Background: an optimization exercise with open tools, aiming at small area. Do not read the settings as production practice.
The RTL was checked by simulation tests, not by an equivalence proof against the original design.
The clock input has no modelled driver; a real chip could not lean on it and would need a root buffer or a full tree.
No activity file was given, so power comes from the tool's default toggle rates.

the reference run:
==> flow/design.v <==
`timescale 1ns / 1ps
module recieve(
input rxd,
input clk,
input ce,
input rst,
output reg [7:0] word,
output reg word_on_line);
reg [8:0] shift;
wire idle = (shift == 9'd0);
wire full = shift[0];            
always @(posedge clk)
    if (ce)
        begin
            if (rst)
                shift <= 9'd0;
            else if (idle)
                begin
                    if (!rxd)
                        shift <= 9'b100000000;
                end
            else if (!full)
                shift <= {rxd, shift[8:1]};
            else if (rxd)
                shift <= 9'd0;
        end
always @(posedge clk)
    if (ce)
        word_on_line <= !rst && full && rxd;
always @(posedge clk)
    if (ce)
        begin
            if (rst)
                word <= 8'd0;
            else if (full && rxd)
                word <= shift[8:1];
        end
endmodule
`timescale 1ns / 1ps
module transmit(
input clk,
input ce,
input rst,
input connect,       
input drop,          
output transmit_ready,
output start_bit,
output data_bit,
output [2:0] bit_index
);
reg [4:0] state;
assign transmit_ready = (state == 5'd4);
assign start_bit = (state == 5'd7);
assign data_bit = (state[4:3] == 2'b01);
assign bit_index = state[2:0];
always @(posedge clk)
    if (ce)
        begin
            if (rst || (transmit_ready && drop))
                state <= 5'd3;
            else if (state == 5'd28)
                state <= 5'd4;
            else if (state != 5'd3 || connect)
                state <= state + 5'd1;
        end
endmodule
`timescale 1ns / 1ps
module echo_mode(
input clk,
input ce,
input rst,
input SW,
input rxd,
output txd,
output [7:0] word
);
reg [9:0] counter;
reg [7:0] data;
wire word_on_line;
wire transmit_ready;
wire start_bit;
wire data_bit;
wire [2:0] bit_index;
recieve rx (
    .rxd(rxd),
    .clk(clk),
    .ce(ce),
    .rst(rst),
    .word(word),
    .word_on_line(word_on_line)
);
transmit tx (
    .clk(clk),
    .ce(ce),
    .rst(rst),
    .connect(!SW && word_on_line),
    .drop(!SW && !word_on_line && counter[9:1] != 9'd0),
    .transmit_ready(transmit_ready),
    .start_bit(start_bit),
    .data_bit(data_bit),
    .bit_index(bit_index)
);
assign txd = !(start_bit || (data_bit && !data[bit_index]));
always @(posedge clk)
    if (ce && transmit_ready)
        data <= word;
always @(posedge clk)
    if (ce && !rst && !SW)
        counter <= word_on_line ? 10'd1 : {counter[8:0], counter[9] ^ counter[6] ^ (counter[8:0] == 9'd0)};
endmodule
`timescale 1ns / 1ps
module message_mode(
input clk,
input ce,
input rst,
input SW,
output txd
);
reg [9:0] hi;
wire p = (hi[9:5] == 5'd0);                 
reg [3:0] lo;
reg adv;
wire at_end = (hi == 10'b1000001101) && (lo == 4'd4);    
wire connection_status = p && (lo != 4'd0) && (lo != 4'd12) && (lo != 4'd8);    
wire transmit_ready = !p || (hi[4:0] == 5'd4);
wire last_step = (hi[4:0] == 5'd28);        
wire start_bit = (hi[4:0] == 5'd7);
wire data_bit = (hi[4:3] == 2'b01);
wire step = SW && (transmit_ready || at_end);
wire carry = step && (lo == 4'd8);         
reg rom;
always @*
    case ({lo, hi[2:0]})
        7'b0001011: rom = 1'b1;
        7'b0001101: rom = 1'b1;
        7'b0001110: rom = 1'b1;
        7'b0010000: rom = 1'b1;
        7'b0010010: rom = 1'b1;
        7'b0010101: rom = 1'b1;
        7'b0010110: rom = 1'b1;
        7'b0011010: rom = 1'b1;
        7'b0011011: rom = 1'b1;
        7'b0011101: rom = 1'b1;
        7'b0011110: rom = 1'b1;
        7'b0100000: rom = 1'b1;
        7'b0100001: rom = 1'b1;
        7'b0100010: rom = 1'b1;
        7'b0100011: rom = 1'b1;
        7'b0100101: rom = 1'b1;
        7'b0100110: rom = 1'b1;
        7'b0101010: rom = 1'b1;
        7'b0101011: rom = 1'b1;
        7'b0101101: rom = 1'b1;
        7'b0101110: rom = 1'b1;
        7'b0110000: rom = 1'b1;
        7'b0110001: rom = 1'b1;
        7'b0110010: rom = 1'b1;
        7'b0110011: rom = 1'b1;
        7'b0110101: rom = 1'b1;
        7'b0110110: rom = 1'b1;
        7'b0111010: rom = 1'b1;
        7'b0111101: rom = 1'b1;
        7'b0111110: rom = 1'b1;
        7'b1001001: rom = 1'b1;
        7'b1001100: rom = 1'b1;
        7'b1001101: rom = 1'b1;
        7'b1001110: rom = 1'b1;
        7'b1010000: rom = 1'b1;
        7'b1010001: rom = 1'b1;
        7'b1010010: rom = 1'b1;
        7'b1010100: rom = 1'b1;
        7'b1010101: rom = 1'b1;
        7'b1010110: rom = 1'b1;
        7'b1011010: rom = 1'b1;
        7'b1011011: rom = 1'b1;
        7'b1011101: rom = 1'b1;
        7'b1011110: rom = 1'b1;
        7'b1101101: rom = 1'b1;
        7'b1111000: rom = 1'b1;
        7'b1111101: rom = 1'b1;
        default: rom = 1'b0;
    endcase
assign txd = !(p && (start_bit || (data_bit && !rom)));
always @(posedge clk)
    if (ce && transmit_ready && connection_status)
        adv <= SW;
reg [3:0] lo_next;
always @*
    case (lo)
        4'd0: lo_next = 4'd1;
        4'd1: lo_next = 4'd2;
        4'd2: lo_next = 4'd5;
        4'd3: lo_next = 4'd7;
        4'd4: lo_next = 4'd9;
        4'd5: lo_next = 4'd11;
        4'd6: lo_next = 4'd13;
        4'd7: lo_next = 4'd15;
        4'd8: lo_next = 4'd0;
        4'd9: lo_next = 4'd3;
        4'd10: lo_next = 4'd4;
        4'd11: lo_next = 4'd6;
        4'd12: lo_next = 4'd8;
        4'd13: lo_next = 4'd10;
        4'd14: lo_next = 4'd12;
        4'd15: lo_next = 4'd14;
    endcase
wire load_defer = transmit_ready && connection_status && (lo != 4'd14);    
always @(posedge clk)
    if (ce)
        begin
            if (rst)
                lo <= (SW && transmit_ready) ? 4'd1 : 4'd0;
            else if (SW && at_end)
                lo <= 4'd0;
            else if ((SW && transmit_ready && !load_defer) || (connection_status && last_step && adv))
                lo <= lo_next;
        end
always @(posedge clk)
    if (ce)
        begin
            if (rst || (SW && at_end))
                hi[4:0] <= 5'd4;
            else if (carry)
                hi[4:0] <= hi[4:0] + 5'd1;
            else if (p)
                hi[4:0] <= (!connection_status || last_step) ? 5'd4 : hi[4:0] + 5'd1;
        end
always @(posedge clk)
    if (ce)
        begin
            if (rst || (SW && at_end))
                hi[9:5] <= 5'd0;
            else if (carry && (p || hi[4:0] == 5'd31))
                hi[9:5] <= {hi[8:5], ~(hi[9] ^ hi[7])};
        end
endmodule
`timescale 1ns / 1ps
module controller(
input clk,
input SW,
input rst,
input rxd,
output reg txd,
output [7:0] LD
);
reg [6:0] div;
wire tick = (div == 7'b1110001);
wire txd_1;
wire txd_2;
always @(posedge clk)
    if (rst)
        div <= 7'b1110001;
    else
        div <= {div[5:0], div[6] ^ div[5] ^ tick};
echo_mode echo(
    .clk(clk),
    .ce(tick),
    .rst(rst),
    .SW(SW),
    .rxd(rxd),
    .word(LD),
    .txd(txd_1)
);
message_mode msg(
    .clk(clk),
    .ce(tick),
    .rst(rst),
    .SW(SW),
    .txd(txd_2)
);
always @(posedge clk)
    if (rst)
        txd <= 1'b1;
    else
        txd <= SW ? txd_2 : txd_1;
endmodule
==> flow/config.mk <==
export PLATFORM = sky130hd
export DESIGN_NAME = controller
export DESIGN_NICKNAME = controller
export VERILOG_FILES = /design/flow/design.v
export SDC_FILE = /design/flow/constraint.sdc
export NUM_CORES = 4
export LEC_CHECK = 0
export ABC_AREA = 1
export CAP_MARGIN = 20
export CORE_MARGIN = 2
export CORE_UTILIZATION = 65
export SLEW_MARGIN = 20
==> flow/constraint.sdc <==
create_clock -name core_clock -period 10.0 [get_ports {clk}]
set_input_delay 2.0000 -clock core_clock [delete_from_list [all_inputs] [get_ports {clk}]]
set_output_delay 2.0000 -clock core_clock [all_outputs]
set_load 0.01 [all_outputs]
standard.sh (not shown) runs the stock make flow with config.mk's settings and CLKGATE_MAP_FILE= SYNTH_SCRIPT=/design/flow/synth_recipe.tcl, a recipe that flattens the netlist after the stock synthesis.
==> flow/flow/run.sh <==
#!/bin/bash
# The standard layout (standard.sh) with three changes:
#  - synthesis is the standard flow's script unchanged except that ABC maps the logic with
#    flow/abc_area.script (area-oriented mapping, no buffering or upsizing)
#    and no half/full adder cells are extracted before it (ABC maps them);
#  - the clock tree is built by flow/pre_cts.tcl (a root buffer and six
#    leaf buffers at the centres of k-means clusters of the flip-flops) in
#    place of clock_tree_synthesis;
#  - port buffers are buf_1 cells.
# Each tool's output is in the ORFS logs under orfs/logs; make's is in standard.log.
set -euo pipefail
here=$(pwd)
{
  echo 'proc abc {args} {'
  echo '  set i [lsearch -exact $args -script]'
  echo '  if { $i >= 0 } { lset args [expr {$i + 1}] '"$here"'/flow/abc_area.script }'
  echo '  set j [lsearch -exact $args -D]'
  echo '  if { $j >= 0 } { set args [lreplace $args $j [expr {$j + 1}]] }'
  echo '  yosys abc {*}$args'
  echo '}'
  echo 'proc extract_fa {args} {}'
  cat synth_recipe.tcl
} > my_synth.tcl
sed "s#SYNTH_SCRIPT=[^ ]*#SYNTH_SCRIPT=$here/my_synth.tcl#" standard.sh > my_standard.sh
grep -q "SYNTH_SCRIPT=$here/my_synth.tcl" my_standard.sh
export CTS_ARGS="-sink_clustering_enable -repair_clock_nets -dont_use_dummy_load"
export PRE_CTS_TCL="$here/flow/pre_cts.tcl"
export BUFFER_PORTS_ARGS="-buffer_cell sky130_fd_sc_hd__buf_1"
bash my_standard.sh > standard.log 2>&1
Other scripts of this flow, unchanged in this note and not shown: flow/flow/abc_area.script, flow/flow/pre_cts.tcl
The reference run ran to completion and came out clean on the timing, design-rule and antenna checks.
### the reference run -> the trial run
==> flow/design.v, changed modules only <==
module recieve(
input rxd,
input clk,
input ce,
input rst,
output reg [7:0] word,
output reg word_on_line);
reg [8:0] shift;
wire idle = (shift == 9'd0);
wire full = shift[0];            
always @(posedge clk)
    if (ce)
        begin
            if (rst)
                shift <= 9'd0;
            else if (idle)
                begin
                    if (!rxd)
                        shift <= 9'b100000000;
                end
            else if (!full)
                shift <= {rxd, shift[8:1]};
            else if (rxd)
                shift <= 9'd0;
        end
always @(posedge clk)
    if (ce)
        word_on_line <= !rst && full && rxd;
always @(posedge clk)
    if (ce && (rst || (full && rxd)))
        word <= shift[8:1];
endmodule
==> results.txt <==
Shortest clock period the worst path allows after layout in the trial run vs the reference run: up 270 ps
The non-clock inverter instance count of the final layout in the trial run was higher than what the reference run gave.
Relative to the reference run, the worst setup skew after layout of the trial run is higher by 11 ps.
Looking only at leakage dissipation, and setting everything else aside, the higher value of the trial run and the reference run goes to the reference run.
Delta (the trial run minus the reference run): die area dropped about 1.6%, final critical-path share of the clock period picked up an extra 2.7 points.
Relative to the reference run, depth of the critical timing path with buffers and inverters included has gone up in the trial run.
Compared with the reference run, the trial run is the less power-hungry design.
In every run of this note, the design's own scripts or RTL, not TritonCTS, make the clock network.

port drivers added, routing unchanged:
No port has a modelled driver above. Below, the same layouts with a new extraction and two added sets of constraints.
Step 1 (the two cells are an assumption about what drives the block):
set clk [get_ports {clk}]
set_driving_cell -lib_cell sky130_fd_sc_hd__clkbuf_16 $clk
set_driving_cell -lib_cell sky130_fd_sc_hd__buf_2 [delete_from_list [all_inputs] $clk]
Step 2 also shifts input and output timing later by t, the mid clock arrival at the registers, as if the neighbouring blocks saw the same clock.
Three values: ideal, step 1, step 2; two values: the first two.
run | t (ns) | slack for setup (ns) | worst setup path at the end | latest minus earliest clock arrival (ns)
the reference run | 0.406 | 6.503 / 6.496 / 6.090 | input to register | 0.015 / 0.015
the trial run | 0.401 | 6.228 / 6.230 / 5.829 | input to register | 0.026 / 0.026
After both steps every run listed still meets setup and hold. For the reference run, which loses most, drivers alone change the setup slack by -0.007 ns; drivers and shift together by -0.413 ns.
